This design comes from an exercise in tuning for small area on the open sky130 flow, not from production work.
Function was checked by simulation only, so behaviour that the tests miss may differ from the original.
The clock input has no modelled driver; a real chip could not lean on it and would need a root buffer or a full tree.
Power and IR drop assume default switching activity.

## v6
==> module lfsr, before the edit <==
module lfsr (
    input  wire        clk,
    input  wire        rst,
    output reg  [15:0] random
);
    always @(posedge clk) begin
        if (rst)
            random <= 16'hACE1;
        else
            random <= {random[14:0], random[15] ^ random[13] ^ random[12] ^ random[10]};
    end
endmodule
==> module top, before the edit <==
module top (
    input  wire CLK,
    input  wire RST,
    input  wire RX,
    output wire TX,
    output wire CONTROL_PIN,
    output wire LED1
);
    localparam [1:0] S_IDLE = 2'd0;
    localparam [1:0] S_SEND = 2'd1;
    localparam [1:0] S_WAIT = 2'd2;
    localparam [1:0] S_VERIFY = 2'd3;
    wire [7:0] rx_data;
    wire       rx_valid;
    wire       rx_rot;
    wire [1:0] rx_step;
    uart_rx uart_receiver (
        .clk(CLK),
        .rst(RST),
        .rx(RX),
        .data(rx_data),
        .data_valid(rx_valid),
        .first_bit_end(rx_rot),
        .step(rx_step)
    );
    wire [15:0] challenge;
    lfsr challenge_gen (
        .clk(CLK),
        .rst(RST),
        .random(challenge)
    );
    reg [1:0]  state;
    reg [15:0] timer;
    reg [15:0] snap;
    reg [3:0]  recv_index;
    reg        ok_c0, ok_c1;
    reg        authenticated;
    reg        control_state;
    wire sending = (state == S_SEND);
    wire waiting = (state == S_WAIT);
    wire late = timer[15] & timer[14] & timer[13] & timer[11];
    wire period_done = late & timer[9] & timer[6] & timer[5];
    wire [15:0] timer_inc = timer + 16'd1;
    wire c7  = &timer[6:0];
    wire c11 = &timer[10:0];
    wire [15:0] timer_seq = timer_inc | (c11 ? 16'h0314 : (c7 ? 16'h0018 : 16'h0000));
    wire send_end = timer[14] & timer[12] & timer[6] & timer[5] & timer[4] & timer[3] & timer[2] & timer[0];
    wire [3:0] ch_idx = timer[14:11];
    wire [2:0] bit_idx = timer[9:7];
    wire [3:0] nib = snap[15:12];
    wire [7:0] hexch = (nib < 4'd10) ? {4'h3, nib} : {4'h4, nib - 4'd9};
    reg  [7:0] tx_ch;
    always @(*) begin
        case (ch_idx)
            4'd0: tx_ch = 8'h43;   
            4'd1: tx_ch = 8'h48;   
            4'd2: tx_ch = 8'h41;   
            4'd3: tx_ch = 8'h4C;   
            4'd4: tx_ch = 8'h3A;   
            4'd5, 4'd6, 4'd7, 4'd8: tx_ch = hexch;
            default: tx_ch = 8'h0A;   
        endcase
    end
    assign TX = ~sending | (timer[10] ? tx_ch[bit_idx] : ~timer[7]);
    wire track = ~sending & ~(waiting & ~late);   
    wire send_rot = sending & (timer[10:7] == 4'd6) & (timer[6:2] == 5'b01000) &
                    ((~ch_idx[3] & ch_idx[2] & ch_idx[1]) | (ch_idx[3] & ~ch_idx[1]));
    wire wait_rot = waiting & rx_rot & (recv_index >= 4'd6) & (recv_index <= 4'd9);
    always @(posedge CLK) begin
        if (track)
            snap <= {snap[14:0], challenge[0]};   
        else if (send_rot | wait_rot)
            snap <= {snap[14:0], snap[15]};
    end
    wire is_dec = (rx_data[7:4] == 4'h3) & (~rx_data[3] | ~(rx_data[2] | rx_data[1]));
    wire is_let = (rx_data[7:6] == 2'b01) & ~rx_data[4] & (rx_data[3:0] != 4'h0) &
                  ~rx_data[3] & ~(rx_data[2] & rx_data[1] & rx_data[0]);
    wire [3:0] let_val = {1'b1, rx_data[2] ^ (rx_data[1] & rx_data[0]), rx_data[1] ^ rx_data[0], ~rx_data[0]};
    wire [3:0] rx_nib = is_dec ? rx_data[3:0] : (is_let ? let_val : 4'h0);
    reg [7:0] pre_ch;
    always @(*) begin
        case (recv_index[2:0])
            3'd0: pre_ch = 8'h52;   
            3'd1: pre_ch = 8'h45;   
            3'd2: pre_ch = 8'h53;   
            3'd3: pre_ch = 8'h50;   
            default: pre_ch = 8'h3A;   
        endcase
    end
    wire prefix = ~recv_index[3] & ~(recv_index[2] & (recv_index[1] | recv_index[0]));   
    wire pre_ok = ~prefix | (rx_data == pre_ch);
    wire collecting = ~(recv_index[3] & recv_index[1]);   
    wire [1:0] step = rx_step;
    wire       dbit = rx_nib[~step];
    reg  [3:0] key_nib;
    always @(*) begin
        case (recv_index[1:0])
            2'd2: key_nib = 4'hA;   
            2'd3: key_nib = 4'h5;
            2'd0: key_nib = 4'hC;
            default: key_nib = 4'h3;
        endcase
    end
    wire kbit = key_nib[~step];
    wire sbit = snap[15];
    wire same = ~(dbit ^ sbit);
    wire nxt_ok0 = same & (kbit ? (sbit ? ok_c0 : ok_c1) : ok_c0);
    wire nxt_ok1 = ~same & (kbit ? ok_c1 : (sbit ? ok_c1 : ok_c0));
    always @(posedge CLK) begin
        if (sending) begin
            recv_index <= 4'd0;
            ok_c0 <= 1'b1;
            ok_c1 <= 1'b1;
        end else begin
            if (wait_rot) begin
                ok_c0 <= nxt_ok0;
                ok_c1 <= nxt_ok1;
            end
            if (waiting && rx_valid && collecting) begin
                recv_index <= recv_index + 4'd1;
                ok_c0 <= ok_c0 & pre_ok;
                ok_c1 <= ok_c1 & pre_ok;
            end
        end
    end
    always @(posedge CLK) begin
        if (RST) begin
            state <= S_IDLE;
            timer <= 16'd0;
            authenticated <= 1'b0;
            control_state <= 1'b1;
        end else begin
            if (authenticated && rx_valid && !(waiting && collecting)) begin
                if (rx_data == 8'h59 || rx_data == 8'h79)
                    control_state <= 1'b0;
                if (rx_data == 8'h4E || rx_data == 8'h6E)
                    control_state <= 1'b1;
            end
            case (state)
                S_IDLE: begin
                    if (period_done) begin
                        timer <= 16'd893;   
                        state <= S_SEND;
                    end else begin
                        timer <= timer_inc;
                    end
                end
                S_SEND: begin
                    if (send_end) begin
                        timer <= 16'd0;
                        state <= S_WAIT;
                    end else begin
                        timer <= timer_seq;
                    end
                end
                S_WAIT: begin
                    timer <= timer_inc;
                    if (rx_valid && collecting && rx_data == 8'h0A && recv_index == 4'd9)
                        state <= S_VERIFY;
                    if (period_done) begin
                        authenticated <= 1'b0;
                        state <= S_IDLE;
                    end
                end
                default: begin   
                    timer <= timer_inc;
                    authenticated <= ok_c0;
                    state <= S_IDLE;
                end
            endcase
        end
    end
    reg [9:0] auth_lfsr;   
    reg       auth_blink;
    wire auth_zero = ~|auth_lfsr[8:0];
    wire auth_clear = (state == S_VERIFY) & ok_c0;
    always @(posedge CLK) begin
        if (auth_clear) begin
            auth_lfsr <= 10'd0;
            auth_blink <= 1'b0;
        end else begin
            auth_lfsr <= {auth_lfsr[8:0], auth_lfsr[9] ^ auth_lfsr[6] ^ auth_zero};
            auth_blink <= auth_blink ^ (auth_lfsr[9] & auth_zero);
        end
    end
    wire send_led = timer[14:0] >= 15'd16329;
    assign LED1 = authenticated ? auth_blink : (sending ? send_led : timer[13]);
    assign CONTROL_PIN = control_state;
endmodule
Settings: LEC_CHECK=0, CAP_MARGIN=20, CORE_MARGIN=2, CORE_UTILIZATION=70, PLACE_DENSITY=0.8, SLEW_MARGIN=20; clock period 10.0 ns.
standard.sh (not shown) runs the stock make flow with config.mk's settings and CLKGATE_MAP_FILE= SYNTH_SCRIPT=/design/flow/synth_recipe.tcl, a recipe that flattens the netlist after the stock synthesis.
==> flow/flow/run.sh <==
#!/bin/bash
# Own layout flow: the standard ORFS flow (standard.sh), with
#  - an area-oriented ABC mapping script in place of ORFS's speed script
#    (flip-flops are mapped before ABC runs, so registers are unchanged),
#  - a small clock tree of our own (clock_tree.tcl) in place of TritonCTS,
#  - port buffers of the smallest buffer cell.
# The ORFS logs of every step are under orfs/logs; the make output is in
# standard.log.
set -euo pipefail
W=$(pwd)
F="$W/flow"
rm -rf "$W/scripts_own"
cp -r "$FLOW_HOME/scripts" "$W/scripts_own"
cp "$F/abc_speed.script" "$W/scripts_own/abc_speed.script"
python3 - "$W/scripts_own/cts.tcl" "$F/clock_tree.tcl" <<'PY'
import sys
p, tree = sys.argv[1], sys.argv[2]
s = open(p).read()
old = "log_cmd clock_tree_synthesis {*}$cts_args"
assert old in s
s = s.replace(old, "source " + tree)
open(p, "w").write(s)
PY
export SCRIPTS_DIR="$W/scripts_own"
export OWN_CLK_BUFS="${OWN_CLK_BUFS:-3}"
export OWN_CLK_BUF="${OWN_CLK_BUF:-sky130_fd_sc_hd__buf_12}"
export BUFFER_PORTS_ARGS="-buffer_cell sky130_fd_sc_hd__buf_1"
bash standard.sh > "$W/standard.log" 2>&1
Other scripts of this flow, unchanged in this note and not shown: flow/flow/abc_speed.script, flow/flow/clock_tree.tcl
## Diff of input files: v7 against v6
--- a/flow/design.v
+++ b/flow/design.v
@@ -1,13 +1,10 @@
 module lfsr (
     input  wire        clk,
-    input  wire        rst,
+    input  wire        init,
+    input  wire        init_bit,
     output reg  [15:0] random
 );
-    always @(posedge clk) begin
-        if (rst)
-            random <= 16'hACE1;
-        else
-            random <= {random[14:0], random[15] ^ random[13] ^ random[12] ^ random[10]};
-    end
+    always @(posedge clk)
+        random <= {random[14:0], init ? init_bit : (random[15] ^ random[13] ^ random[12] ^ random[10])};
 endmodule
 module uart_rx (
@@ -81,11 +78,14 @@
     );
     wire [15:0] challenge;
+    reg [1:0]  state;
+    reg [15:0] timer;
+    wire lfsr_init = (state == S_IDLE) & ~|timer[15:4];
+    wire [15:0] lfsr_seq = 16'b1010_1010_0010_0111;   
     lfsr challenge_gen (
         .clk(CLK),
-        .rst(RST),
+        .init(lfsr_init),
+        .init_bit(lfsr_seq[timer[3:0]]),
         .random(challenge)
     );
-    reg [1:0]  state;
-    reg [15:0] timer;
     reg [15:0] snap;
     reg [3:0]  recv_index;
==> notes.md <==
- Hold slack in v7 is 0.087 ns lower than in v6
- Compared with v6, v7 shows a lower post-layout instance area.
- The first-iteration DRC count of v7 falls short of that of v6 by 22%.
- The count of multi-input gates in v7 sits 3.7% below the value recorded for v6.
- Between v7 and v6, it is v7 whose endpoint arrival time on the critical path is higher, by 0.55 ns.
- Number of nets in the final layout | v7 below v6
- Re first-pass iteration count of the detailed router: v6 and v7 aren't equal, and the higher value belongs to v6.
- Looking at first-pass GRT wire length, v7 sits 320 um higher than v6 does.
- STATUS total chip power: v7 wins against v6
- v7: full flow OK, the timing, design-rule and antenna checks passed
- Between v6 and v7, the sequential share of layout area is lower for v6.
- v6 → v7: slew at the pin closest to its max-slew limit went up by 0.27 ns, setup slack went down by 0.55 ns.
In every run of this note, the design's own scripts or RTL, not TritonCTS, make the clock network.

port drivers added, routing unchanged:
In the flow no input, the clock included, has a driving cell. The finished layouts below were timed again as built, in two steps. Step 1: set_driving_cell puts a clkbuf_16 on CLK and a buf_2 on each other input, an assumption about the parent block. Step 2 times the ports against the registers' clock, not the clock port: input delays grow and output delays shrink by t, the midpoint of the rising clock arrivals with the driver on. a / b / c = ideal / step 1 / step 2; a / b = the first two.
run | t (ns) | setup slack, ns | hold WS [ns]
v6 | 0.204 | 5.664 / 5.599 / 5.803 | 0.425 / 0.425 / 0.425
v7 | 0.200 | 5.114 / 5.050 / 5.250 | 0.339 / 0.339 / 0.339
After both steps setup and hold are still met in every run listed.
